Context: an optimization exercise on an open-source flow, tuned for small area and a short achievable clock period. The choices shown serve that exercise and are no tape-out recipe. Function was checked by simulation only, so behaviour that the tests miss may differ from the original. Power and IR drop assume default switching activity.

## design/flow/config.mk

```make
export PLATFORM = sky130hd
export DESIGN_NAME = cordic
export DESIGN_NICKNAME = cordic
export VERILOG_FILES = /design/flow/design.v
export SDC_FILE = /design/flow/constraint.sdc
export NUM_CORES = 4
export LEC_CHECK = 0
export CAP_MARGIN = 20
export CORE_MARGIN = 2
export CORE_UTILIZATION = 40
export SETUP_SLACK_MARGIN = 3.0
export SLEW_MARGIN = 20
```

## design/flow/constraint.sdc

```tcl
create_clock -name core_clock -period 5.0 [get_ports {clk}]
set_input_delay 1.0000 -clock core_clock [delete_from_list [all_inputs] [get_ports {clk}]]
set_output_delay 1.0000 -clock core_clock [all_outputs]
set_load 0.01 [all_outputs]
```

## design/flow/design.v

```verilog
module cordic (
    input wire signed [31:0] angle,
    input wire clk, reset,
    output wire signed [31:0] x, y
);
reg [2:0] vcnt;
always @(posedge clk)
    if (reset) vcnt <= 3'd0;
    else if (vcnt != 3'd7) vcnt <= vcnt + 3'd1;
wire [15:0] lo = angle[15:0];
wire [12:0] zo;
wire lo_lt16387 = (~lo[15] & ~lo[14]) | (~lo[15] & lo[14] & ~lo[13] & ~lo[12] & ~lo[11] & ~lo[10] & ~lo[9] & ~lo[8] & ~lo[7] & ~lo[6] & ~lo[5] & ~lo[4] & ~lo[3] & ~lo[2] & ~lo[1]) | (~lo[15] & lo[14] & ~lo[13] & ~lo[12] & ~lo[11] & ~lo[10] & ~lo[9] & ~lo[8] & ~lo[7] & ~lo[6] & ~lo[5] & ~lo[4] & ~lo[3] & ~lo[2] & lo[1] & ~lo[0]);
wire lo_lt32769 = (~lo[15]) | (lo[15] & ~lo[14] & ~lo[13] & ~lo[12] & ~lo[11] & ~lo[10] & ~lo[9] & ~lo[8] & ~lo[7] & ~lo[6] & ~lo[5] & ~lo[4] & ~lo[3] & ~lo[2] & ~lo[1] & ~lo[0]);
wire lo_lt49152 = (~lo[15]) | (lo[15] & ~lo[14]);
wire lo_lt17527 = (~lo[15] & ~lo[14]) | (~lo[15] & lo[14] & ~lo[13] & ~lo[12] & ~lo[11] & ~lo[10]) | (~lo[15] & lo[14] & ~lo[13] & ~lo[12] & ~lo[11] & lo[10] & ~lo[9] & ~lo[8] & ~lo[7] & ~lo[6]) | (~lo[15] & lo[14] & ~lo[13] & ~lo[12] & ~lo[11] & lo[10] & ~lo[9] & ~lo[8] & ~lo[7] & lo[6] & ~lo[5]) | (~lo[15] & lo[14] & ~lo[13] & ~lo[12] & ~lo[11] & lo[10] & ~lo[9] & ~lo[8] & ~lo[7] & lo[6] & lo[5] & ~lo[4]) | (~lo[15] & lo[14] & ~lo[13] & ~lo[12] & ~lo[11] & lo[10] & ~lo[9] & ~lo[8] & ~lo[7] & lo[6] & lo[5] & lo[4] & ~lo[3] & ~lo[2]) | (~lo[15] & lo[14] & ~lo[13] & ~lo[12] & ~lo[11] & lo[10] & ~lo[9] & ~lo[8] & ~lo[7] & lo[6] & lo[5] & lo[4] & ~lo[3] & lo[2] & ~lo[1]) | (~lo[15] & lo[14] & ~lo[13] & ~lo[12] & ~lo[11] & lo[10] & ~lo[9] & ~lo[8] & ~lo[7] & lo[6] & lo[5] & lo[4] & ~lo[3] & lo[2] & lo[1] & ~lo[0]);
wire lo_lt8192 = (~lo[15] & ~lo[14] & ~lo[13]);
wire lo_lt24577 = (~lo[15] & ~lo[14]) | (~lo[15] & lo[14] & ~lo[13]) | (~lo[15] & lo[14] & lo[13] & ~lo[12] & ~lo[11] & ~lo[10] & ~lo[9] & ~lo[8] & ~lo[7] & ~lo[6] & ~lo[5] & ~lo[4] & ~lo[3] & ~lo[2] & ~lo[1] & ~lo[0]);
wire lo_lt40960 = (~lo[15]) | (lo[15] & ~lo[14] & ~lo[13]);
wire lo_lt57344 = (~lo[15]) | (lo[15] & ~lo[14]) | (lo[15] & lo[14] & ~lo[13]);
wire lo_lt3362 = (~lo[15] & ~lo[14] & ~lo[13] & ~lo[12] & ~lo[11]) | (~lo[15] & ~lo[14] & ~lo[13] & ~lo[12] & lo[11] & ~lo[10]) | (~lo[15] & ~lo[14] & ~lo[13] & ~lo[12] & lo[11] & lo[10] & ~lo[9] & ~lo[8]) | (~lo[15] & ~lo[14] & ~lo[13] & ~lo[12] & lo[11] & lo[10] & ~lo[9] & lo[8] & ~lo[7] & ~lo[6] & ~lo[5]) | (~lo[15] & ~lo[14] & ~lo[13] & ~lo[12] & lo[11] & lo[10] & ~lo[9] & lo[8] & ~lo[7] & ~lo[6] & lo[5] & ~lo[4] & ~lo[3] & ~lo[2] & ~lo[1]);
wire lo_lt29407 = (~lo[15] & ~lo[14]) | (~lo[15] & lo[14] & ~lo[13]) | (~lo[15] & lo[14] & lo[13] & ~lo[12]) | (~lo[15] & lo[14] & lo[13] & lo[12] & ~lo[11] & ~lo[10] & ~lo[9]) | (~lo[15] & lo[14] & lo[13] & lo[12] & ~lo[11] & ~lo[10] & lo[9] & ~lo[8] & ~lo[7]) | (~lo[15] & lo[14] & lo[13] & lo[12] & ~lo[11] & ~lo[10] & lo[9] & ~lo[8] & lo[7] & ~lo[6]) | (~lo[15] & lo[14] & lo[13] & lo[12] & ~lo[11] & ~lo[10] & lo[9] & ~lo[8] & lo[7] & lo[6] & ~lo[5] & ~lo[4]) | (~lo[15] & lo[14] & lo[13] & lo[12] & ~lo[11] & ~lo[10] & lo[9] & ~lo[8] & lo[7] & lo[6] & ~lo[5] & lo[4] & ~lo[3]) | (~lo[15] & lo[14] & lo[13] & lo[12] & ~lo[11] & ~lo[10] & lo[9] & ~lo[8] & lo[7] & lo[6] & ~lo[5] & lo[4] & lo[3] & ~lo[2]) | (~lo[15] & lo[14] & lo[13] & lo[12] & ~lo[11] & ~lo[10] & lo[9] & ~lo[8] & lo[7] & lo[6] & ~lo[5] & lo[4] & lo[3] & lo[2] & ~lo[1]) | (~lo[15] & lo[14] & lo[13] & lo[12] & ~lo[11] & ~lo[10] & lo[9] & ~lo[8] & lo[7] & lo[6] & ~lo[5] & lo[4] & lo[3] & lo[2] & lo[1] & ~lo[0]);
wire lo_lt36130 = (~lo[15]) | (lo[15] & ~lo[14] & ~lo[13] & ~lo[12] & ~lo[11]) | (lo[15] & ~lo[14] & ~lo[13] & ~lo[12] & lo[11] & ~lo[10]) | (lo[15] & ~lo[14] & ~lo[13] & ~lo[12] & lo[11] & lo[10] & ~lo[9] & ~lo[8]) | (lo[15] & ~lo[14] & ~lo[13] & ~lo[12] & lo[11] & lo[10] & ~lo[9] & lo[8] & ~lo[7] & ~lo[6] & ~lo[5]) | (lo[15] & ~lo[14] & ~lo[13] & ~lo[12] & lo[11] & lo[10] & ~lo[9] & lo[8] & ~lo[7] & ~lo[6] & lo[5] & ~lo[4] & ~lo[3] & ~lo[2] & ~lo[1]);
wire lo_lt62174 = (~lo[15]) | (lo[15] & ~lo[14]) | (lo[15] & lo[14] & ~lo[13]) | (lo[15] & lo[14] & lo[13] & ~lo[12]) | (lo[15] & lo[14] & lo[13] & lo[12] & ~lo[11] & ~lo[10] & ~lo[9]) | (lo[15] & lo[14] & lo[13] & lo[12] & ~lo[11] & ~lo[10] & lo[9] & ~lo[8] & ~lo[7]) | (lo[15] & lo[14] & lo[13] & lo[12] & ~lo[11] & ~lo[10] & lo[9] & ~lo[8] & lo[7] & ~lo[6]) | (lo[15] & lo[14] & lo[13] & lo[12] & ~lo[11] & ~lo[10] & lo[9] & ~lo[8] & lo[7] & lo[6] & ~lo[5] & ~lo[4]) | (lo[15] & lo[14] & lo[13] & lo[12] & ~lo[11] & ~lo[10] & lo[9] & ~lo[8] & lo[7] & lo[6] & ~lo[5] & lo[4] & ~lo[3]) | (lo[15] & lo[14] & lo[13] & lo[12] & ~lo[11] & ~lo[10] & lo[9] & ~lo[8] & lo[7] & lo[6] & ~lo[5] & lo[4] & lo[3] & ~lo[2]) | (lo[15] & lo[14] & lo[13] & lo[12] & ~lo[11] & ~lo[10] & lo[9] & ~lo[8] & lo[7] & lo[6] & ~lo[5] & lo[4] & lo[3] & lo[2] & ~lo[1]);
wire lo_lt13022 = (~lo[15] & ~lo[14] & ~lo[13]) | (~lo[15] & ~lo[14] & lo[13] & ~lo[12]) | (~lo[15] & ~lo[14] & lo[13] & lo[12] & ~lo[11] & ~lo[10] & ~lo[9]) | (~lo[15] & ~lo[14] & lo[13] & lo[12] & ~lo[11] & ~lo[10] & lo[9] & ~lo[8] & ~lo[7]) | (~lo[15] & ~lo[14] & lo[13] & lo[12] & ~lo[11] & ~lo[10] & lo[9] & ~lo[8] & lo[7] & ~lo[6]) | (~lo[15] & ~lo[14] & lo[13] & lo[12] & ~lo[11] & ~lo[10] & lo[9] & ~lo[8] & lo[7] & lo[6] & ~lo[5] & ~lo[4]) | (~lo[15] & ~lo[14] & lo[13] & lo[12] & ~lo[11] & ~lo[10] & lo[9] & ~lo[8] & lo[7] & lo[6] & ~lo[5] & lo[4] & ~lo[3]) | (~lo[15] & ~lo[14] & lo[13] & lo[12] & ~lo[11] & ~lo[10] & lo[9] & ~lo[8] & lo[7] & lo[6] & ~lo[5] & lo[4] & lo[3] & ~lo[2]) | (~lo[15] & ~lo[14] & lo[13] & lo[12] & ~lo[11] & ~lo[10] & lo[9] & ~lo[8] & lo[7] & lo[6] & ~lo[5] & lo[4] & lo[3] & lo[2] & ~lo[1]);
wire lo_lt19747 = (~lo[15] & ~lo[14]) | (~lo[15] & lo[14] & ~lo[13] & ~lo[12] & ~lo[11]) | (~lo[15] & lo[14] & ~lo[13] & ~lo[12] & lo[11] & ~lo[10]) | (~lo[15] & lo[14] & ~lo[13] & ~lo[12] & lo[11] & lo[10] & ~lo[9] & ~lo[8]) | (~lo[15] & lo[14] & ~lo[13] & ~lo[12] & lo[11] & lo[10] & ~lo[9] & lo[8] & ~lo[7] & ~lo[6] & ~lo[5]) | (~lo[15] & lo[14] & ~lo[13] & ~lo[12] & lo[11] & lo[10] & ~lo[9] & lo[8] & ~lo[7] & ~lo[6] & lo[5] & ~lo[4] & ~lo[3] & ~lo[2] & ~lo[1]) | (~lo[15] & lo[14] & ~lo[13] & ~lo[12] & lo[11] & lo[10] & ~lo[9] & lo[8] & ~lo[7] & ~lo[6] & lo[5] & ~lo[4] & ~lo[3] & ~lo[2] & lo[1] & ~lo[0]);
wire lo_lt45790 = (~lo[15]) | (lo[15] & ~lo[14] & ~lo[13]) | (lo[15] & ~lo[14] & lo[13] & ~lo[12]) | (lo[15] & ~lo[14] & lo[13] & lo[12] & ~lo[11] & ~lo[10] & ~lo[9]) | (lo[15] & ~lo[14] & lo[13] & lo[12] & ~lo[11] & ~lo[10] & lo[9] & ~lo[8] & ~lo[7]) | (lo[15] & ~lo[14] & lo[13] & lo[12] & ~lo[11] & ~lo[10] & lo[9] & ~lo[8] & lo[7] & ~lo[6]) | (lo[15] & ~lo[14] & lo[13] & lo[12] & ~lo[11] & ~lo[10] & lo[9] & ~lo[8] & lo[7] & lo[6] & ~lo[5] & ~lo[4]) | (lo[15] & ~lo[14] & lo[13] & lo[12] & ~lo[11] & ~lo[10] & lo[9] & ~lo[8] & lo[7] & lo[6] & ~lo[5] & lo[4] & ~lo[3]) | (lo[15] & ~lo[14] & lo[13] & lo[12] & ~lo[11] & ~lo[10] & lo[9] & ~lo[8] & lo[7] & lo[6] & ~lo[5] & lo[4] & lo[3] & ~lo[2]) | (lo[15] & ~lo[14] & lo[13] & lo[12] & ~lo[11] & ~lo[10] & lo[9] & ~lo[8] & lo[7] & lo[6] & ~lo[5] & lo[4] & lo[3] & lo[2] & ~lo[1]);
wire lo_lt52514 = (~lo[15]) | (lo[15] & ~lo[14]) | (lo[15] & lo[14] & ~lo[13] & ~lo[12] & ~lo[11]) | (lo[15] & lo[14] & ~lo[13] & ~lo[12] & lo[11] & ~lo[10]) | (lo[15] & lo[14] & ~lo[13] & ~lo[12] & lo[11] & lo[10] & ~lo[9] & ~lo[8]) | (lo[15] & lo[14] & ~lo[13] & ~lo[12] & lo[11] & lo[10] & ~lo[9] & lo[8] & ~lo[7] & ~lo[6] & ~lo[5]) | (lo[15] & lo[14] & ~lo[13] & ~lo[12] & lo[11] & lo[10] & ~lo[9] & lo[8] & ~lo[7] & ~lo[6] & lo[5] & ~lo[4] & ~lo[3] & ~lo[2] & ~lo[1]);
wire t_m1298 = (~zo[12] & ~zo[11]) | (~zo[12] & zo[11] & ~zo[10] & ~zo[9]) | (~zo[12] & zo[11] & ~zo[10] & zo[9] & ~zo[8] & ~zo[7]) | (~zo[12] & zo[11] & ~zo[10] & zo[9] & ~zo[8] & zo[7] & ~zo[6]) | (~zo[12] & zo[11] & ~zo[10] & zo[9] & ~zo[8] & zo[7] & zo[6] & ~zo[5]) | (~zo[12] & zo[11] & ~zo[10] & zo[9] & ~zo[8] & zo[7] & zo[6] & zo[5] & ~zo[4] & ~zo[3]) | (~zo[12] & zo[11] & ~zo[10] & zo[9] & ~zo[8] & zo[7] & zo[6] & zo[5] & ~zo[4] & zo[3] & ~zo[2]) | (~zo[12] & zo[11] & ~zo[10] & zo[9] & ~zo[8] & zo[7] & zo[6] & zo[5] & ~zo[4] & zo[3] & zo[2] & ~zo[1]);
wire t_p1298 = (~zo[12]) | (zo[12] & ~zo[11] & ~zo[10]) | (zo[12] & ~zo[11] & zo[10] & ~zo[9] & ~zo[8]) | (zo[12] & ~zo[11] & zo[10] & ~zo[9] & zo[8] & ~zo[7] & ~zo[6] & ~zo[5] & ~zo[4]) | (zo[12] & ~zo[11] & zo[10] & ~zo[9] & zo[8] & ~zo[7] & ~zo[6] & ~zo[5] & zo[4] & ~zo[3] & ~zo[2] & ~zo[1]);
wire t_m1949 = (~zo[12] & ~zo[11]) | (~zo[12] & zo[11] & ~zo[10] & ~zo[9] & ~zo[8] & ~zo[7] & ~zo[6]) | (~zo[12] & zo[11] & ~zo[10] & ~zo[9] & ~zo[8] & ~zo[7] & zo[6] & ~zo[5]) | (~zo[12] & zo[11] & ~zo[10] & ~zo[9] & ~zo[8] & ~zo[7] & zo[6] & zo[5] & ~zo[4] & ~zo[3] & ~zo[2] & ~zo[1]) | (~zo[12] & zo[11] & ~zo[10] & ~zo[9] & ~zo[8] & ~zo[7] & zo[6] & zo[5] & ~zo[4] & ~zo[3] & ~zo[2] & zo[1] & ~zo[0]);
wire t_m647 = (~zo[12] & ~zo[11]) | (~zo[12] & zo[11] & ~zo[10]) | (~zo[12] & zo[11] & zo[10] & ~zo[9] & ~zo[8]) | (~zo[12] & zo[11] & zo[10] & ~zo[9] & zo[8] & ~zo[7] & ~zo[6]) | (~zo[12] & zo[11] & zo[10] & ~zo[9] & zo[8] & ~zo[7] & zo[6] & ~zo[5]) | (~zo[12] & zo[11] & zo[10] & ~zo[9] & zo[8] & ~zo[7] & zo[6] & zo[5] & ~zo[4]) | (~zo[12] & zo[11] & zo[10] & ~zo[9] & zo[8] & ~zo[7] & zo[6] & zo[5] & zo[4] & ~zo[3]) | (~zo[12] & zo[11] & zo[10] & ~zo[9] & zo[8] & ~zo[7] & zo[6] & zo[5] & zo[4] & zo[3] & ~zo[2] & ~zo[1] & ~zo[0]);
wire t_p647 = (~zo[12]) | (zo[12] & ~zo[11] & ~zo[10] & ~zo[9]) | (zo[12] & ~zo[11] & ~zo[10] & zo[9] & ~zo[8] & ~zo[7]) | (zo[12] & ~zo[11] & ~zo[10] & zo[9] & ~zo[8] & zo[7] & ~zo[6] & ~zo[5] & ~zo[4] & ~zo[3] & ~zo[2]) | (zo[12] & ~zo[11] & ~zo[10] & zo[9] & ~zo[8] & zo[7] & ~zo[6] & ~zo[5] & ~zo[4] & ~zo[3] & zo[2] & ~zo[1]) | (zo[12] & ~zo[11] & ~zo[10] & zo[9] & ~zo[8] & zo[7] & ~zo[6] & ~zo[5] & ~zo[4] & ~zo[3] & zo[2] & zo[1] & ~zo[0]);
wire t_p1949 = (~zo[12]) | (zo[12] & ~zo[11] & ~zo[10]) | (zo[12] & ~zo[11] & zo[10] & ~zo[9]) | (zo[12] & ~zo[11] & zo[10] & zo[9] & ~zo[8]) | (zo[12] & ~zo[11] & zo[10] & zo[9] & zo[8] & ~zo[7]) | (zo[12] & ~zo[11] & zo[10] & zo[9] & zo[8] & zo[7] & ~zo[6] & ~zo[5] & ~zo[4]) | (zo[12] & ~zo[11] & zo[10] & zo[9] & zo[8] & zo[7] & ~zo[6] & ~zo[5] & zo[4] & ~zo[3]) | (zo[12] & ~zo[11] & zo[10] & zo[9] & zo[8] & zo[7] & ~zo[6] & ~zo[5] & zo[4] & zo[3] & ~zo[2]) | (zo[12] & ~zo[11] & zo[10] & zo[9] & zo[8] & zo[7] & ~zo[6] & ~zo[5] & zo[4] & zo[3] & zo[2] & ~zo[1] & ~zo[0]);
wire s   = angle[31];
wire h0  = angle[16];
wire zr  = (angle[30:17] == 14'd0);
wire in_r = ~s & zr & ~h0;
wire h1   = ~s & zr & h0;
wire sneg = (~s & ~zr) | (s & zr & ~h0) | (h1 & ~lo_lt17527);
wire spos = s & ~(zr & ~h0);
wire qa = lo_lt16387;
wire qb = ~lo_lt16387 & lo_lt32769;
wire qc = ~lo_lt32769 & lo_lt49152;
wire qd = ~lo_lt49152;
wire lo_32768 = lo[15] & ~lo_lt32769;       
wire selA = ~in_r | qa;
wire d1 = (selA & lo_lt8192) | (in_r & qb & ~lo_lt24577) | (in_r & qc & lo_lt40960) | (in_r & qd & ~lo_lt57344);
wire d2y = (selA & lo_lt3362) | (in_r & qb & ~lo_lt29407) | (in_r & qc & lo_lt36130) | (in_r & qd & ~lo_lt62174);
wire d2n = (selA & lo_lt13022) | (in_r & qb & ~lo_lt19747) | (in_r & qc & lo_lt45790) | (in_r & qd & ~lo_lt52514);
wire d2 = d1 ? d2y : d2n;
wire qb_s = qb & ~lo[15];                    
wire neg = in_r & (qb_s | qd);
wire [2:0] cls = sneg ? 3'b110 : spos ? 3'b111 : h1 ? 3'b101 :
                 (qa ? 3'b000 : qb_s ? 3'b001 : qc ? 3'b010 : qd ? 3'b011 : 3'b100);
reg [14:0] lop_1;
reg [1:0] d_1;
reg [2:0] cls_1;
always @(posedge clk) begin
    lop_1 <= lo[14:0] ^ {15{neg}};
    d_1   <= {d2, d1};
    cls_1 <= cls;
end
wire cin = (cls_1 == 3'b001);
wire [12:0] k3 = d_1[0] ? (d_1[1] ? 13'd7386 : 13'd2274) : (d_1[1] ? 13'd5918 : 13'd806);
reg [12:0] z3_2;
reg [1:0] d_2;
reg [2:0] cls_2;
always @(posedge clk) begin
    z3_2  <= lop_1[12:0] + {12'd0, cin} + k3;
    d_2   <= d_1;
    cls_2 <= cls_1;
end
assign zo = {~z3_2[12], z3_2[11:0]};       
wire d3 = z3_2[12];
wire d4 = d3 ? t_m1298 : t_p1298;
wire d5 = d3 ? (d4 ? t_m1949 : t_m647) : (d4 ? t_p647 : t_p1949);
wire sat = cls_2[2] & cls_2[1];
wire f   = cls_2[2] & (cls_2[1] ^ cls_2[0]);
wire [1:0] q = cls_2[2] ? {cls_2[1] | cls_2[0], 1'b1} : cls_2[1:0];
reg [7:0] code_3, code_4, code_5, code_6, code_7;
always @(posedge clk) begin
    code_3 <= {q, ({d5, d4, d3, d_2} & {5{~sat}}) ^ {5{f}}, f};
    code_4 <= code_3;
    code_5 <= code_4;
    code_6 <= code_5;
    code_7 <= code_6;
end
wire [9:0] x6, y6, nzx, nzy;
cordic_tab tab (.d(code_7[5:0]), .xo(x6), .yo(y6), .nx(nzx), .ny(nzy));
wire negx = code_7[6] ^ code_7[7];
wire negy = code_7[7];
wire [9:0] tx = x6 ^ (nzx & {10{negx}});
wire [9:0] ty = y6 ^ (nzy & {10{negy}});
reg [9:0] xr, yr;
always @(posedge clk) begin
    if (reset || vcnt != 3'd7) begin
        xr <= 10'd0;
        yr <= 10'd0;
    end else begin
        xr <= tx;
        yr <= ty;
    end
end
assign x = {{22{xr[9]}}, xr};
assign y = {{22{yr[9]}}, yr};
endmodule
module cordic_tab(d, xo, yo, nx, ny);
  input [5:0] d;
  wire [5:0] d;
  output [9:0] xo;
  wire [9:0] xo;
  output [9:0] yo;
  wire [9:0] yo;
  output [9:0] nx;
  wire [9:0] nx;
  output [9:0] ny;
  wire [9:0] ny;
  wire _000_;
  wire _001_;
  wire _002_;
  wire _003_;
  wire _004_;
  wire _005_;
  wire _006_;
  wire _007_;
  wire _008_;
  wire _009_;
  wire _010_;
  wire _011_;
  wire _012_;
  wire _013_;
  wire _014_;
  wire _015_;
  wire _016_;
  wire _017_;
  wire _018_;
  wire _019_;
  wire _020_;
  wire _021_;
  wire _022_;
  wire _023_;
  wire _024_;
  wire _025_;
  wire _026_;
  wire _027_;
  wire _028_;
  wire _029_;
  wire _030_;
  wire _031_;
  wire _032_;
  wire _033_;
  wire _034_;
  wire _035_;
  wire _036_;
  wire _037_;
  wire _038_;
  wire _039_;
  wire _040_;
  wire _041_;
  wire _042_;
  wire _043_;
  wire _044_;
  wire _045_;
  wire _046_;
  wire _047_;
  wire _048_;
  wire _049_;
  wire _050_;
  wire _051_;
  wire _052_;
  wire _053_;
  wire _054_;
  wire _055_;
  wire _056_;
  wire _057_;
  wire _058_;
  wire _059_;
  wire _060_;
  wire _061_;
  wire _062_;
  wire _063_;
  wire _064_;
  wire _065_;
  wire _066_;
  wire _067_;
  wire _068_;
  wire _069_;
  wire _070_;
  wire _071_;
  wire _072_;
  wire _073_;
  wire _074_;
  wire _075_;
  wire _076_;
  wire _077_;
  wire _078_;
  wire _079_;
  wire _080_;
  wire _081_;
  wire _082_;
  wire _083_;
  wire _084_;
  wire _085_;
  wire _086_;
  wire _087_;
  wire _088_;
  wire _089_;
  wire _090_;
  wire _091_;
  wire _092_;
  wire _093_;
  wire _094_;
  wire _095_;
  wire _096_;
  wire _097_;
  wire _098_;
  wire _099_;
  wire _100_;
  wire _101_;
  wire _102_;
  wire _103_;
  wire _104_;
  wire _105_;
  wire _106_;
  wire _107_;
  wire _108_;
  wire _109_;
  wire _110_;
  wire _111_;
  wire _112_;
  wire _113_;
  wire _114_;
  wire _115_;
  wire _116_;
  wire _117_;
  wire _118_;
  wire _119_;
  wire _120_;
  wire _121_;
  wire _122_;
  wire _123_;
  wire _124_;
  wire _125_;
  wire _126_;
  wire _127_;
  wire _128_;
  wire _129_;
  wire _130_;
  wire _131_;
  wire _132_;
  wire _133_;
  wire _134_;
  wire _135_;
  wire _136_;
  wire _137_;
  wire _138_;
  wire _139_;
  wire _140_;
  wire _141_;
  wire _142_;
  wire _143_;
  wire _144_;
  wire _145_;
  wire _146_;
  wire _147_;
  wire _148_;
  wire _149_;
  wire _150_;
  wire _151_;
  wire _152_;
  wire _153_;
  wire _154_;
  wire _155_;
  wire _156_;
  wire _157_;
  wire _158_;
  wire _159_;
  wire _160_;
  wire _161_;
  wire _162_;
  wire _163_;
  wire _164_;
  wire _165_;
  wire _166_;
  wire _167_;
  wire _168_;
  wire _169_;
  wire _170_;
  wire _171_;
  wire _172_;
  wire _173_;
  wire _174_;
  wire _175_;
  wire _176_;
  wire _177_;
  wire _178_;
  wire _179_;
  wire _180_;
  wire _181_;
  wire _182_;
  wire _183_;
  wire _184_;
  wire _185_;
  wire _186_;
  wire _187_;
  wire _188_;
  wire _189_;
  wire _190_;
  wire _191_;
  wire _192_;
  wire _193_;
  wire _194_;
  wire _195_;
  wire _196_;
  wire _197_;
  wire _198_;
  wire _199_;
  wire _200_;
  wire _201_;
  wire _202_;
  wire _203_;
  wire _204_;
  wire _205_;
  wire _206_;
  wire _207_;
  wire _208_;
  wire _209_;
  wire _210_;
  wire _211_;
  wire _212_;
  wire _213_;
  wire _214_;
  wire _215_;
  wire _216_;
  wire _217_;
  wire _218_;
  wire _219_;
  wire _220_;
  wire _221_;
  wire _222_;
  wire _223_;
  wire _224_;
  wire _225_;
  wire _226_;
  wire _227_;
  wire _228_;
  wire _229_;
  wire _230_;
  wire _231_;
  wire _232_;
  wire _233_;
  wire _234_;
  wire _235_;
  wire _236_;
  wire _237_;
  wire _238_;
  wire _239_;
  wire _240_;
  wire _241_;
  wire _242_;
  wire _243_;
  wire _244_;
  wire _245_;
  wire _246_;
  wire _247_;
  wire _248_;
  wire _249_;
  wire _250_;
  wire _251_;
  wire _252_;
  wire _253_;
  wire _254_;
  wire _255_;
  wire _256_;
  wire _257_;
  wire _258_;
  wire _259_;
  wire _260_;
  wire _261_;
  wire _262_;
  wire _263_;
  wire _264_;
  wire _265_;
  wire _266_;
  wire _267_;
  wire _268_;
  wire _269_;
  wire _270_;
  wire _271_;
  wire _272_;
  wire _273_;
  wire _274_;
  wire _275_;
  wire _276_;
  wire _277_;
  wire _278_;
  wire _279_;
  wire _280_;
  wire _281_;
  wire _282_;
  wire _283_;
  wire _284_;
  wire _285_;
  wire _286_;
  wire _287_;
  wire _288_;
  wire _289_;
  wire _290_;
  wire _291_;
  wire _292_;
  wire _293_;
  wire _294_;
  wire _295_;
  wire _296_;
  wire _297_;
  wire _298_;
  wire _299_;
  wire _300_;
  wire _301_;
  wire _302_;
  wire _303_;
  wire _304_;
  wire _305_;
  wire _306_;
  wire _307_;
  wire _308_;
  wire _309_;
  wire _310_;
  wire _311_;
  wire _312_;
  wire _313_;
  wire _314_;
  wire _315_;
  wire _316_;
  wire _317_;
  wire _318_;
  wire _319_;
  wire _320_;
  wire _321_;
  wire _322_;
  wire _323_;
  wire _324_;
  wire _325_;
  wire _326_;
  wire _327_;
  wire _328_;
  wire _329_;
  wire _330_;
  wire _331_;
  assign _230_ = ~d[3];
  assign _241_ = d[1] | d[2];
  assign _250_ = d[3] & ~(d[1]);
  assign _261_ = _230_ | _241_;
  assign _271_ = ~(d[0] | d[2]);
  assign _275_ = d[0] | d[2];
  assign _276_ = d[3] & _271_;
  assign _277_ = ~(d[4] | _276_);
  assign _278_ = ~(_261_ & _277_);
  assign _279_ = d[3] & d[0];
  assign _280_ = d[1] & d[2];
  assign _281_ = d[3] & d[2];
  assign _282_ = ~_281_;
  assign _283_ = ~(_279_ & _280_);
  assign _284_ = d[4] & _283_;
  assign _285_ = ~(d[4] & _283_);
  assign _286_ = ~(_278_ & _285_);
  assign _287_ = ~(d[5] & _286_);
  assign _288_ = d[1] | d[0];
  assign _289_ = ~(d[3] | d[2]);
  assign _290_ = ~(d[3] | d[1]);
  assign _291_ = ~(_271_ & _290_);
  assign _292_ = ~(d[4] | d[5]);
  assign _293_ = ~(_291_ & _292_);
  assign _294_ = ~(d[0] & d[2]);
  assign _295_ = ~(d[2] & _288_);
  assign _296_ = d[3] | ~(d[2]);
  assign _297_ = _296_ | ~(_288_);
  assign _298_ = d[4] & ~(d[5]);
  assign _299_ = ~(_297_ & _298_);
  assign _300_ = _293_ & _299_;
  assign ny[3] = ~(_287_ & _300_);
  assign _301_ = _291_ & ~(_278_);
  assign _302_ = ~(_275_ & _294_);
  assign _303_ = ~_302_;
  assign _304_ = d[1] | ~(d[2]);
  assign _305_ = d[1] & ~(d[2]);
  assign _306_ = d[2] | ~(d[1]);
  assign _307_ = _241_ & ~(_280_);
  assign _308_ = d[0] | ~(d[2]);
  assign _309_ = _304_ & _308_;
  assign _310_ = _302_ & ~(_307_);
  assign _311_ = ~(d[3] & _310_);
  assign _312_ = d[4] & ~(d[3]);
  assign _313_ = d[4] & _311_;
  assign _314_ = _301_ | _313_;
  assign _315_ = _230_ & _310_;
  assign _316_ = ~(d[4] | _315_);
  assign _317_ = _284_ & _297_;
  assign _318_ = _316_ | _317_;
  assign ny[2] = d[5] ? _314_ : _318_;
  assign _319_ = ~(d[0] | _296_);
  assign _320_ = ~(_298_ & _319_);
  assign _321_ = d[0] | _304_;
  assign _322_ = d[1] | _320_;
  assign _323_ = ~(d[3] & _305_);
  assign _324_ = ~(_279_ & _305_);
  assign _325_ = d[5] & ~(d[4]);
  assign _326_ = _324_ | ~(_325_);
  assign nx[6] = _322_ & _326_;
  assign _327_ = d[0] | ~(_280_);
  assign _328_ = _230_ | _327_;
  assign _329_ = d[4] & d[5];
  assign _330_ = _328_ | ~(_329_);
  assign _331_ = d[2] | ~(d[0]);
  assign _000_ = _279_ & ~(d[2]);
  assign _001_ = ~(_325_ & _000_);
  assign _002_ = _320_ & _001_;
  assign nx[4] = _330_ & _002_;
  assign _003_ = _261_ & _325_;
  assign _004_ = _000_ | ~(_003_);
  assign _005_ = ~(_292_ & _324_);
  assign _006_ = ~(_328_ & _329_);
  assign _007_ = d[0] & ~(d[1]);
  assign _008_ = _296_ | _007_;
  assign _009_ = ~(_298_ & _008_);
  assign _010_ = _006_ & _009_;
  assign _011_ = _005_ & _010_;
  assign nx[3] = ~(_004_ & _011_);
  assign _012_ = d[3] & _331_;
  assign _013_ = ~(_230_ & _327_);
  assign _014_ = d[3] ? _331_ : _327_;
  assign _015_ = ~(_292_ & _014_);
  assign _016_ = d[0] & ~(d[3]);
  assign _017_ = _304_ & _016_;
  assign _018_ = d[3] | d[0];
  assign _019_ = d[3] | _280_;
  assign _020_ = _018_ & _019_;
  assign _021_ = _230_ & _331_;
  assign _022_ = _006_ | _017_;
  assign _023_ = d[1] ^ d[0];
  assign _024_ = d[3] & _288_;
  assign _025_ = _281_ & _023_;
  assign _026_ = _009_ | _025_;
  assign _027_ = _022_ & _026_;
  assign _028_ = ~(_230_ & _241_);
  assign _029_ = ~(_018_ & _028_);
  assign _030_ = d[3] & _241_;
  assign _031_ = d[0] | ~(_030_);
  assign _032_ = _241_ & _012_;
  assign _033_ = _029_ | _032_;
  assign _034_ = ~(_325_ & _033_);
  assign _035_ = _015_ & _034_;
  assign nx[2] = ~(_027_ & _035_);
  assign _036_ = ~(_329_ & _016_);
  assign _037_ = d[3] & _275_;
  assign _038_ = ~(_275_ & _024_);
  assign _039_ = _036_ & _038_;
  assign _040_ = _292_ | _039_;
  assign _041_ = ~(_279_ & _292_);
  assign _042_ = ~(_241_ & _016_);
  assign _043_ = _041_ & _042_;
  assign yo[9] = ~(_040_ & _043_);
  assign _044_ = d[3] & _306_;
  assign _045_ = ~(_294_ & _044_);
  assign _046_ = d[2] ? d[1] : d[0];
  assign _047_ = d[3] | _046_;
  assign _048_ = ~(_045_ & _047_);
  assign _049_ = _298_ | _325_;
  assign _050_ = ~(_048_ & _049_);
  assign _051_ = _290_ | ~(_045_);
  assign _052_ = ~(_329_ & _051_);
  assign _053_ = _230_ ? _046_ : d[1];
  assign _054_ = _053_ | ~(_292_);
  assign _055_ = _050_ & _054_;
  assign yo[8] = ~(_052_ & _055_);
  assign _056_ = _230_ & _023_;
  assign _057_ = d[4] & ~(_056_);
  assign _058_ = _023_ | ~(d[2]);
  assign _059_ = ~(d[2] & _023_);
  assign _060_ = _030_ & _059_;
  assign _061_ = _023_ | ~(_030_);
  assign _062_ = ~(d[3] | d[5]);
  assign _063_ = ~(_023_ & _062_);
  assign _064_ = _296_ & _063_;
  assign _065_ = _061_ & _064_;
  assign _066_ = _230_ & _294_;
  assign _067_ = _019_ | _023_;
  assign _068_ = d[5] | ~(d[2]);
  assign _069_ = d[3] & _068_;
  assign _070_ = ~(_058_ & _069_);
  assign _071_ = ~(_067_ & _070_);
  assign yo[7] = d[4] ? _065_ : _071_;
  assign _072_ = d[2] ^ _023_;
  assign _073_ = d[5] ? _072_ : d[2];
  assign _074_ = ~(_230_ & _073_);
  assign _075_ = d[1] | ~(_294_);
  assign _076_ = _275_ & _075_;
  assign _077_ = ~(_037_ & _075_);
  assign _078_ = d[4] & _077_;
  assign _079_ = ~(_074_ & _078_);
  assign _080_ = ~(d[3] & _072_);
  assign _081_ = d[5] | _080_;
  assign _082_ = ~(_230_ & _076_);
  assign _083_ = ~(d[5] & _032_);
  assign _084_ = _082_ & _083_;
  assign _085_ = _084_ & ~(d[4]);
  assign _086_ = ~(_081_ & _085_);
  assign yo[6] = _079_ & _086_;
  assign _087_ = ~(_296_ & _042_);
  assign _088_ = ~(_295_ & _087_);
  assign _089_ = ~(d[4] | _281_);
  assign _090_ = _089_ & ~(_024_);
  assign _091_ = ~(_088_ & _090_);
  assign _092_ = d[3] & _304_;
  assign _093_ = ~(_306_ & _092_);
  assign _094_ = ~(_057_ & _093_);
  assign _095_ = _091_ & _094_;
  assign _096_ = ~(_020_ & _061_);
  assign _097_ = ~(_329_ & _096_);
  assign _098_ = ~(_230_ & _307_);
  assign _099_ = d[4] | ~(_098_);
  assign _100_ = _060_ | _099_;
  assign _101_ = d[5] ? _100_ : _095_;
  assign yo[5] = ~(_097_ & _101_);
  assign _102_ = ~(d[1] | _294_);
  assign _103_ = d[1] ? _275_ : _294_;
  assign _104_ = ~(d[3] & _103_);
  assign _105_ = d[4] & _104_;
  assign _106_ = ~(_088_ & _105_);
  assign _107_ = d[3] | _302_;
  assign _108_ = ~(_046_ & _066_);
  assign _109_ = _090_ & _108_;
  assign _110_ = ~(d[5] | _109_);
  assign _111_ = ~(_106_ & _110_);
  assign _112_ = d[0] ? _304_ : d[2];
  assign _113_ = ~(_044_ & _112_);
  assign _114_ = _329_ & _113_;
  assign _115_ = ~(_020_ & _114_);
  assign _116_ = ~(_307_ & _056_);
  assign _117_ = ~(_306_ & _024_);
  assign _118_ = ~(_116_ & _117_);
  assign _119_ = ~(_325_ & _118_);
  assign _120_ = _115_ & _119_;
  assign yo[4] = ~(_111_ & _120_);
  assign _121_ = _023_ ? _230_ : d[2];
  assign _122_ = ~(_292_ & _121_);
  assign _123_ = d[2] | _023_;
  assign _124_ = ~(_329_ & _123_);
  assign _125_ = _024_ | _124_;
  assign _126_ = ~(_298_ & _013_);
  assign _127_ = ~(_325_ & _037_);
  assign _128_ = _125_ & _126_;
  assign _129_ = _122_ & _127_;
  assign yo[3] = ~(_128_ & _129_);
  assign _130_ = d[5] & _107_;
  assign _131_ = _130_ & ~(_092_);
  assign _132_ = _329_ | _131_;
  assign _133_ = _304_ | ~(_312_);
  assign _134_ = _032_ & _059_;
  assign _135_ = ~(d[4] & _134_);
  assign _136_ = _133_ & _135_;
  assign _137_ = ~(_132_ & _136_);
  assign _138_ = ~(_323_ & _042_);
  assign _139_ = ~(_292_ & _138_);
  assign _140_ = d[3] ? _271_ : d[1];
  assign _141_ = _102_ | ~(_298_);
  assign _142_ = _140_ | _141_;
  assign _143_ = _139_ & _142_;
  assign yo[2] = ~(_137_ & _143_);
  assign _144_ = _250_ & _275_;
  assign _145_ = _021_ | _144_;
  assign _146_ = ~(_294_ & _098_);
  assign _147_ = d[4] ? _145_ : _146_;
  assign _148_ = ~(d[5] & _147_);
  assign _149_ = _327_ & _030_;
  assign _150_ = _299_ | _149_;
  assign _151_ = d[1] | _271_;
  assign _152_ = _012_ | ~(_151_);
  assign _153_ = ~(_292_ & _152_);
  assign _154_ = _150_ & _153_;
  assign yo[1] = ~(_148_ & _154_);
  assign _155_ = ~(_321_ & _021_);
  assign _156_ = ~(_313_ & _155_);
  assign _157_ = ~(d[3] & _302_);
  assign _158_ = _261_ & _157_;
  assign _159_ = ~(_316_ & _158_);
  assign ny[1] = ~(_156_ & _159_);
  assign _160_ = _283_ | _292_;
  assign _161_ = _291_ | _329_;
  assign xo[9] = ~(_160_ & _161_);
  assign _162_ = _289_ & ~(_329_);
  assign _163_ = _292_ | ~(_281_);
  assign _164_ = ~(_023_ | _162_);
  assign xo[8] = ~(_163_ & _164_);
  assign _165_ = d[5] ? _046_ : _303_;
  assign _166_ = ~(d[3] & _165_);
  assign _167_ = ~(_290_ | _319_);
  assign _168_ = ~(_166_ & _167_);
  assign _169_ = ~(_306_ & _066_);
  assign _170_ = d[5] ? _107_ : _169_;
  assign _171_ = d[0] | _241_;
  assign _172_ = ~(_092_ & _171_);
  assign _173_ = ~(_170_ & _172_);
  assign xo[7] = d[4] ? _173_ : _168_;
  assign _174_ = ~(_313_ & _098_);
  assign _175_ = _323_ & _157_;
  assign _176_ = ~(_316_ & _175_);
  assign _177_ = _174_ & _176_;
  assign _178_ = ~(_327_ & _021_);
  assign _179_ = ~(_313_ & _178_);
  assign _180_ = ~(d[3] & _307_);
  assign _181_ = ~(_316_ & _180_);
  assign _182_ = _179_ & _181_;
  assign xo[6] = d[5] ? _177_ : _182_;
  assign _183_ = d[3] | _072_;
  assign _184_ = d[2] ? d[1] : _023_;
  assign _185_ = d[3] ? _184_ : _072_;
  assign _186_ = ~(_325_ & _185_);
  assign _187_ = _230_ & _059_;
  assign _188_ = _028_ | ~(_059_);
  assign _189_ = _080_ & _188_;
  assign _190_ = ~(_298_ & _189_);
  assign _191_ = ~(_288_ & _309_);
  assign _192_ = _230_ ? _191_ : d[0];
  assign _193_ = ~(_261_ & _192_);
  assign _194_ = ~(_292_ & _193_);
  assign _195_ = _280_ | _018_;
  assign _196_ = ~(_309_ & _024_);
  assign _197_ = d[4] & _195_;
  assign _198_ = _196_ & _197_;
  assign _199_ = ~(d[5] & _198_);
  assign _200_ = _186_ & _199_;
  assign _201_ = _190_ & _200_;
  assign xo[5] = ~(_194_ & _201_);
  assign _202_ = ~(_294_ & _151_);
  assign _203_ = ~(_066_ & _151_);
  assign _204_ = d[0] | _323_;
  assign _205_ = d[4] | ~(_283_);
  assign _206_ = _204_ & ~(_205_);
  assign _207_ = ~(_203_ & _206_);
  assign _208_ = ~(_261_ & _197_);
  assign _209_ = d[5] & _208_;
  assign _210_ = ~(_207_ & _209_);
  assign _211_ = _279_ | ~(_008_);
  assign _212_ = _241_ & _292_;
  assign _213_ = ~(_211_ & _212_);
  assign _214_ = ~(_290_ & _302_);
  assign _215_ = ~(d[3] & _202_);
  assign _216_ = ~(_214_ & _215_);
  assign _217_ = ~(_298_ & _216_);
  assign _218_ = _210_ & _217_;
  assign xo[4] = ~(_213_ & _218_);
  assign _219_ = ~(_044_ & _046_);
  assign _220_ = _169_ & _219_;
  assign _221_ = _049_ | _220_;
  assign _222_ = d[0] ? _282_ : _030_;
  assign _223_ = ~(_325_ & _222_);
  assign _224_ = ~(_309_ & _021_);
  assign _225_ = _298_ & ~(_279_);
  assign _226_ = ~(_224_ & _225_);
  assign _227_ = _221_ & _226_;
  assign xo[3] = _223_ & _227_;
  assign _228_ = _324_ & ~(_187_);
  assign _229_ = ~(_275_ & _329_);
  assign _231_ = _228_ | _229_;
  assign _232_ = _230_ | _023_;
  assign _233_ = _296_ & _003_;
  assign _234_ = ~(_232_ & _233_);
  assign _235_ = _231_ & _234_;
  assign _236_ = ~(_171_ & _187_);
  assign _237_ = _292_ & _323_;
  assign _238_ = ~(_236_ & _237_);
  assign _239_ = ~(_308_ & _056_);
  assign _240_ = ~(_282_ & _239_);
  assign _242_ = ~(_298_ & _240_);
  assign _243_ = _238_ & _242_;
  assign xo[2] = ~(_235_ & _243_);
  assign _244_ = _277_ | _284_;
  assign _245_ = ~(d[5] & _244_);
  assign _246_ = d[3] | _294_;
  assign _247_ = ~(_298_ & _246_);
  assign _248_ = _293_ & _247_;
  assign ny[4] = ~(_245_ & _248_);
  assign _249_ = _280_ | ~(_016_);
  assign _251_ = d[4] & _249_;
  assign _252_ = ~(_080_ & _251_);
  assign _253_ = d[4] | ~(_192_);
  assign _254_ = ~(_252_ & _253_);
  assign _255_ = d[5] | _254_;
  assign _256_ = d[0] | ~(_044_);
  assign _257_ = _329_ & ~(_016_);
  assign _258_ = ~(_256_ & _257_);
  assign _259_ = ~(_031_ & _183_);
  assign _260_ = ~(_325_ & _259_);
  assign _262_ = _258_ & _260_;
  assign xo[1] = ~(_255_ & _262_);
  assign _263_ = ~(_327_ & _029_);
  assign _264_ = _302_ & _024_;
  assign _265_ = ~(d[4] | _264_);
  assign _266_ = ~(_263_ & _265_);
  assign _267_ = ~(_312_ & _112_);
  assign _268_ = d[4] & _023_;
  assign _269_ = ~(_044_ & _268_);
  assign _270_ = _267_ & _269_;
  assign nx[1] = _266_ & _270_;
  assign _272_ = d[4] | _204_;
  assign _273_ = ~(_062_ & _102_);
  assign _274_ = _272_ & _273_;
  assign ny[6] = _292_ | _274_;
  assign { ny[9:7], ny[5], ny[0] } = { 3'h7, ny[4], 1'h0 };
  assign { nx[9:7], nx[5], nx[0] } = { 3'h7, nx[4], 1'h0 };
  assign yo[0] = ny[1];
  assign xo[0] = nx[1];
endmodule
```

## design/flow/flow/run.sh

```bash
#!/bin/bash
# Standard ORFS layout, except that the port buffers are plain buffers
# (buf_2) instead of the delay cells buffer_ports picks by default.
set -euo pipefail
export BUFFER_PORTS_ARGS="-buffer_cell sky130_fd_sc_hd__buf_2"
bash standard.sh finish > flow_standard.log 2>&1
```

## design/flow/standard.sh

```bash
#!/bin/bash
# synth_recipe.tcl (not shown) runs the flow's synth.tcl, then flattens the netlist and writes it again
# the make line also repeats each setting of config.mk as NAME=value (left out here)
make -C /OpenROAD-flow-scripts/flow DESIGN_CONFIG=/design/flow/config.mk WORK_HOME=/design/flow/orfs CLKGATE_MAP_FILE= SYNTH_SCRIPT=/design/flow/synth_recipe.tcl "${@:-finish}"
```

==> results of run 1 <==
[placed cells by master (no fill, tap or decap), types with 4 or more instances in the layout]
cell and instances:
nor3_2 4, nor3_1 17, nand4_1 4, nor2b_1 4, o211ai_1 13, ha_4 13
nand2b_1 8, or2_4 4, xor2_1 5, dfxtp_4 8, ha_1 16, xnor2_2 11
nor4_4 4, clkinvlp_4 6, o221ai_1 4, nand3_1 12, a211oi_2 10, buf_2 85
a21o_1 6, xnor2_1 26, nand2_2 5, o31ai_1 4, o21a_1 7, o21ai_1 4
buf_12 8, mux2i_1 8, inv_1 15, dfxtp_1 88, buf_4 55, nand2_1 48
nor2_1 58, a21oi_2 9, o22ai_1 7, buf_6 19, o21ai_2 6, o21ai_0 34
a31oi_1 10, a21oi_1 37, clkbuf_16 11
[through the flow]
step / power [mW] / cell area (um^2) / setup WS, ns
5_1_grt: 2.302 / 7749 / 2.527
2_1_floorplan: 1.227 / 5784 / 2.509
6_report: 2.193 / 7749 / 2.647
4_1_cts: 2.084 / 6959 / 2.793
3_3_place_gp: 1.343 / 6005 / 2.041
3_5_place_dp: 1.349 / 6005 / 1.988
[area by class of cell]
type | instances | area [um^2] | share of cell area
multi-input cells | 477 | 3795 | 0.4897
flip-flops and latches | 99 | 2016 | 0.2601
clock buffers | 10 | 229.0 | 0.02955
repair buffers | 172 | 1300 | 0.1678
clock inverters | 6 | 58.81 | 0.007589
inverters | 26 | 125.1 | 0.01615
well taps | 180 | 225.2 | 0.02907
[cell usage after synthesis (6+ instances only)]
cell type and count:
o21a_1 7, o21ai_0 45, buf_4 44, a21oi_1 46, mux2i_1 8, o211ai_1 13, ha_1 32, o311ai_0 6
inv_1 25, o22ai_1 7, a211oi_1 11, nand3_1 13, dfxtp_1 99, xnor2_1 37, clkbuf_1 27, nand2b_1 11
a31oi_1 12, nor2_1 62, a21o_1 6, nand2_1 54, nor3_1 23
[sequential cells by signal (all words and copies together) (netlist names)]
signal,cells
code_7,8
yr,10
lop_1,13
d_1,2
code_3,8
z3_2,13
code_4,8
cls_2,3
d_2,2
code_6,8
cls_1,3
vcnt,3
code_5,8
xr,10
[per-layer routing]
metal	GRT usage	up-vias
li1	-	2590
met1	0.2672	2632
met2	0.3194	309
met3	0.04935	61
met4	0.1030	0
met5	0	-
[power breakdown]
group / internal (mW) / leakage [nW] / switching [mW]
Sequential: 0.839 / 0.824 / 0.0415
Combinational: 0.299 / 2.34 / 0.359
Clock: 0.348 / 0.142 / 0.307
Total: 1.49 / 3.31 / 0.708
[worst max-delay path by stage]
stage / to / cells after the start / from
6_report: d_1[1] / 8 / angle[2]
2_1_floorplan: lop_1[10] / 7 / angle[18]
3_5_place_dp: lop_1[7] / 7 / angle[10]
3_3_place_gp: lop_1[12] / 7 / angle[10]
5_1_grt: d_1[1] / 8 / angle[2]
4_1_cts: lop_1[1] / 7 / angle[5]
[cell families after synthesis]
group                      count (synthesis)  share of synthesized area
and+or+nand+nor                          196                     0.1585
AOI/OAI and AO/OA                        194                     0.2239
buffers and inverters                    109                     0.1065
DFF                                       99                     0.3491
xor gates and xnor gates                  42                    0.06480
adders and majority gates                 35                    0.08111
muxes                                      9                    0.01609
[timing repair]
action | in CTS | in global routing
pin swaps | 40 | 65
setup buffers | 37 | 32
setup endpoints to repair | 88 | 57
hold buffers | 0 | 0
gates resized for setup | 94 | 112
gates cloned | 1 | 2
==> flow_metrics.env, run 1 <==
export IMPL_tightestPinTransition_ns=0.7670
export IMPL_finalSetupViolCount=0
export IMPL_worst_setup_path_end_kind="flip-flop"
export IMPL_path_delay_family="compound AO/OA/AOI/OAI gates"
export IMPL_hp_class="flip-flop to flip-flop"
export IMPL_fmax_mhz=424.9
export IMPL_reg2reg_depth=9
export IMPL_grt_max_degree=77
export IMPL_cts_inserted_buffers=9
export IMPL_clockBufferDepth=2
export IMPL_crit_fanout=5
export IMPL_finalWeightedCongestion=0.9546
export IMPL_antenna_found_initial=0
export IMPL_drive_gt1_frac=0.4013
export IMPL_vias_per_cell=5.765
export IMPL_drt_met1_wl_um=6860
export IMPL_grt_pass1_vias=4942
export IMPL_seq_area_frac_synth=0.3491
export IMPL_clock_latency_ns=0.35
export IMPL_top_layer="met4"
export IMPL_postLayoutCoreUtil=0.5582
export IMPL_vias=5592
export IMPL_syn_inst=684
export IMPL_critPathBufInv=1
export IMPL_synth_area_leader_cell="dfxtp_1"
export IMPL_worstPathCellList="buf_2, o41ai_2, a21oi_2, or3_1, o311ai_0, a21oi_1, o22ai_1, nor2_1"
export IMPL_ys_flop_type="dfxtp_1"
export IMPL_avgRoutedWirePerCell_um=17.67
export IMPL_grt_total_usage=0.2060
export IMPL_cp_arrival_ns=2.60
export IMPL_whs_endpoint="code_4[5]"
export IMPL_maxCapViolations=0
export IMPL_synth_top_area_frac=0.3491
export IMPL_clk_pin_slew_ns=0.07
export IMPL_ys_top_cells_by_area="dfxtp_1 (35%), ha_1 (7.1%), buf_4 (5.8%)"
export IMPL_synthArstFlopShare=0
export IMPL_max_vdd_ir_drop_v=0.0001624
export IMPL_port_buffers=97
export IMPL_dp_cells=882
export IMPL_grt_pass1_wl_um=24410
export IMPL_drc_errors=0
export IMPL_timing_rr_end="z3_2[11]"
export IMPL_critPathLaunchType="input pin"
export IMPL_ff2ff_setup_slack_ns=2.79
export IMPL_outcome="no timing/DRC/antenna violations"
export IMPL_netlist_area_um2=5677
export IMPL_p_per_area_nw_per_um2=283.0
export IMPL_ys_types=67
export IMPL_r2r_start="cls_1[0]"
export IMPL_fin_crit_ns=2.353
export IMPL_layout_cells_non_filler=970
export IMPL_fp_dieW_um=123.1
export IMPL_max_stage_delay_ns=0.39
export IMPL_rsz0062_at_grt="true"
export IMPL_clkSinkCount=99
export IMPL_wl_met3_um=1480
export IMPL_drtIter0Drc=466
export IMPL_antenna_cells=0
export IMPL_whs_ns=0.3231
export IMPL_finalCritPeriodShare=0.4707
export IMPL_cp_slowest_cell="o41ai_2"
export IMPL_die_area_um2=15160
export IMPL_die_height_um=123.1
export IMPL_cts_max_level=3
export IMPL_p_leak_nw=3.308
export IMPL_yosysWarnings=1
export IMPL_fin_worst_skew_ns=0.009391
export IMPL_relSlewSlack=0.4886
export IMPL_cts_tree="built"
export IMPL_timing_setup_tns_ns=0
export IMPL_hpwlAfterDp_um=10110
export IMPL_ios=98
export IMPL_synth_edf_count=0
export IMPL_synth_avg_cell_area_um2=8.299
export IMPL_ys_ff_latch=99
export IMPL_wl_met2_um=8156
export IMPL_worstPathRequired_ns=5.24
export IMPL_routed_wl_um=17140
export IMPL_slew_violations=0
export IMPL_num_rows=43
export IMPL_syn_nets=753
export IMPL_worstHoldStart="code_3[5]"
export IMPL_timing_final_hold_violations=0
export IMPL_final_nets=854
export IMPL_fillers=1218
export IMPL_hold_path_depth=0
export IMPL_gr_total_overflow=0
export IMPL_start_util=0.4090
export IMPL_core_um2=13880
export IMPL_dr_pass1_iters=7
export IMPL_critical_path_class="input pin to flip-flop"
export IMPL_root_buffer="clkbuf_16"
export IMPL_ant_nets=0
export IMPL_area_growth_synth_to_final_pct=36.50
==> inputs of run 2 (changes only) <==
--- a/design/flow/config.mk
+++ b/design/flow/config.mk
@@ -9,4 +9,4 @@
 export CORE_MARGIN = 2
 export CORE_UTILIZATION = 40
-export SETUP_SLACK_MARGIN = 3.0
+export SETUP_SLACK_MARGIN = 2.7
 export SLEW_MARGIN = 20
==> run 2 against run 1 <==
Still clean on timing, DRC and antenna. Non-clock buffer count is 44 lower. Sequential share of layout area is 3.0 points higher. Combinational power is 18% lower. Final cell count is 4.6% lower. Core utilization is 6.0 points lower. Worst setup slack better by 0.033 ns. Clock skew is 0.0012 ns lower. Flip-flop and latch count stayed put. Routed wire length is 7.1% lower. Highest routed layer unchanged.
==> flow_metrics.env, run 2 <==
export IMPL_core_um2=13880
export IMPL_hpwlAfterDp_um=10360
export IMPL_p_per_area_nw_per_um2=316.0
export IMPL_timing_final_hold_violations=0
export IMPL_seq_area_um2=2003
export IMPL_rsz0062_at_grt="true"
export IMPL_tightestPinTransition_ns=0.7734
export IMPL_ctsHoldBuffers=0
export IMPL_seq_area_frac_synth=0.3491
export IMPL_seqPwrFrac=0.403
export IMPL_ys_ff_latch=99
export IMPL_ios=98
export IMPL_yosysMostFrequentCell="dfxtp_1"
export IMPL_ys_flop_type="dfxtp_1"
export IMPL_swShare=0.3075
export IMPL_final_nets=810
export IMPL_worstPathRequired_ns=5.25
export IMPL_die_area_um2=15160
export IMPL_fp_dieW_um=123.1
export IMPL_slew_violations=0
export IMPL_finalSetupViolCount=0
export IMPL_cp_arrival_ns=2.57
export IMPL_multi_input_area_um2=3435
export IMPL_synth_area_leader_cell="dfxtp_1"
export IMPL_finalWeightedCongestion=1.023
export IMPL_layout_common_cells="dfxtp_1 (92), buf_2 (92), nor2_1 (60), nand2_1 (54), a21oi_1 (43)"
export IMPL_finalCritPeriodShare=0.4642
export IMPL_synth_edf_count=0
export IMPL_grt_max_degree=49
export IMPL_internal_power_mw=1.513
export IMPL_crit_fanout=4
export IMPL_critPathLaunchType="input pin"
export IMPL_syn_inst=684
export IMPL_ant_nets=0
export IMPL_p_clk_frac=0.349
export IMPL_syn_nets=753
export IMPL_outcome="no timing/DRC/antenna violations"
export IMPL_p_comb_frac=0.248
export IMPL_netlist_area_um2=5677
export IMPL_drc_errors=0
export IMPL_clockBufferDepth=2
export IMPL_hp_class="flip-flop to flip-flop"
export IMPL_grt_total_usage=0.2047
export IMPL_antenna_cells=0
export IMPL_max_vdd_ir_drop_v=0.0001476
export IMPL_switchingPower_mw=0.6719
export IMPL_root_buffer="clkbuf_16"
export IMPL_timing_setup_tns_ns=0
export IMPL_fin_crit_ns=2.321
export IMPL_relSlewSlack=0.4844
export IMPL_yosys_top_cells_count="dfxtp_1 (99), nor2_1 (62), nand2_1 (54)"
export IMPL_fillers=1321
export IMPL_start_util=0.4090
export IMPL_avgRoutedWirePerCell_um=17.21
export IMPL_dr_pass1_iters=6
export IMPL_antenna_found_initial=0
export IMPL_drtIter0Drc=687
export IMPL_cts_tree="built"
export IMPL_layout_cells_non_filler=925
export IMPL_synth_top_area_frac=0.3491
export IMPL_worst_setup_path_end_kind="flip-flop"
export IMPL_cts_inserted_buffers=9
export IMPL_area_growth_synth_to_final_pct=21.78
export IMPL_critical_path_class="input pin to flip-flop"
export IMPL_yosysWarnings=1
export IMPL_synthArstFlopShare=0
export IMPL_grt_pass1_vias=4880
export IMPL_vias_per_cell=5.703
export IMPL_maxCapViolations=0
export IMPL_clk_pin_slew_ns=0.07
export IMPL_gr_total_overflow=0
export IMPL_dp_cells=884
export IMPL_clock_latency_ns=0.35
export IMPL_routed_wl_um=15920
export IMPL_port_buffers=97
export IMPL_drive_gt1_frac=0.2832
export IMPL_fin_worst_skew_ns=0.008178
export IMPL_vias=5275
export IMPL_reg_largest_list="lop_1 x13, z3_2 x13"
export IMPL_num_rows=43
export IMPL_ys_top_cells_by_area="dfxtp_1 (35%), ha_1 (7.1%), buf_4 (5.8%)"
export IMPL_ys_types=67
export IMPL_p_leak_nw=2.967
export IMPL_clkSinkCount=99
export IMPL_die_height_um=123.1
export IMPL_synth_avg_cell_area_um2=8.299
export IMPL_grt_pass1_wl_um=24280
export IMPL_fmax_mhz=430.9
export IMPL_cts_max_level=3
[run 2: cell count changes in the layout (fill, tap and decap cells not counted), sizes merged]
cell | previous run | this run
clkinv | 4 | 2
buf | 169 | 127
clkinvlp | 6 | 3
bufinv | 0 | 2
inv | 22 | 25
clkbuf | 13 | 10
[run 2: logic make-up after synthesis]
family,share of synthesized area
fa+ha+maj,0.08111
compound gates,0.2239
buf+inv,0.1065
flops,0.3491
xor+xnor,0.06480
simple gates,0.1585
mux,0.01609
[run 2: repair_timing]
item | CTS | global route
cloned | 1 | 1
resized for setup | 34 | 54
buffers inserted | 13 | 11
setup endpoints to repair | 36 | 81
pin swaps | 8 | 22
[run 2: power groups by stage]
stage	clock network, mW	logic [mW]	registers, mW
floorplan	0	0.333	0.889
global placement	0	0.449	0.904
detailed placement	0	0.448	0.906
CTS	0.779	0.474	0.886
global route	0.813	0.585	0.889
finish	0.762	0.542	0.881
[run 2: final cells by class]
cell class | instances | area share
clock buffer | 9 | 0.03258
clock inverter | 6 | 0.01520
inverter | 26 | 0.01575
multi-input combinational | 477 | 0.4968
sequential | 99 | 0.2898
tap | 180 | 0.03258
timing repair buffer | 128 | 0.1173
[run 2: per-layer routing]
layer	part of all wire	global-route usage	vias to the layer above
met5	0	0	-
met4	0.044	0.1094	0
met3	0.086	0.04428	68
met2	0.44	0.3128	293
met1	0.43	0.2696	2415
li1	-	-	2499
[run 2: path summary, 6_finish.rpt]
kind	start	end	slack [ns]	depth (start not counted)
min	code_5[3]	code_6[3]	0.32	0
max reg2reg	cls_1[0]	z3_2[11]	2.72	9
min reg2reg	code_5[3]	code_6[3]	0.32	0
max	angle[30]	d_1[1]	2.68	8
[run 2: worst max-delay path, cell delays in order]
cell	delay [ns]
buf_6	0.10
nor4_4	0.26
nand4_1	0.16
or3_4	0.46
a211oi_4	0.27
o22ai_2	0.13
a21oi_1	0.14
nor2_1	0.05
[run 2: metrics by stage]
step / worst slack [ns] / power (mW) / util / instance area (um^2) / hold slack [ns]
after floorplan: 2.509 / 1.222 / - / 5746 / 0.3096
after global placement: 1.971 / 1.353 / 0.4319 / 5995 / 0.3104
after detailed placement: 1.939 / 1.354 / 0.4319 / 5995 / 0.3120
after CTS: 2.681 / 2.140 / 0.4722 / 6555 / 0.3257
after global routing: 2.604 / 2.287 / 0.4980 / 6913 / 0.3300
final: 2.679 / 2.185 / 0.4980 / 6913 / 0.3245

==> static timing again, ports no longer ideal <==
How much do the figures lean on ideal ports? The routed layouts below were timed once more, with nothing changed but the port constraints. Step 1, drivers: a clkbuf_16 drives clk and a buf_2 each remaining input, both assumed. Step 2, shift: input delay + t, output delay - t, t = (earliest + latest rising clock arrival at the registers) / 2. This alone moves slack from input paths to output paths. Slacks: ideal / step 1 / step 2; pairs: ideal / step 1.
run | shift t [ns] | slack for setup (ns) | clock arrival spread, ns | worst register clock-pin slew, ns | pins driven straight from the clock port
run 1 | 0.382 | 2.647 / 2.666 / 2.284 | 0.010 / 0.010 | 0.07 / 0.07 | 1
run 2 | 0.383 | 2.679 / 2.679 / 2.296 | 0.009 / 0.008 | 0.07 / 0.07 | 1
After both steps setup and hold are still met in every run listed. The setup slack of run 2, which loses most, moves by 0.000 ns with the drivers and by -0.383 ns with both steps.
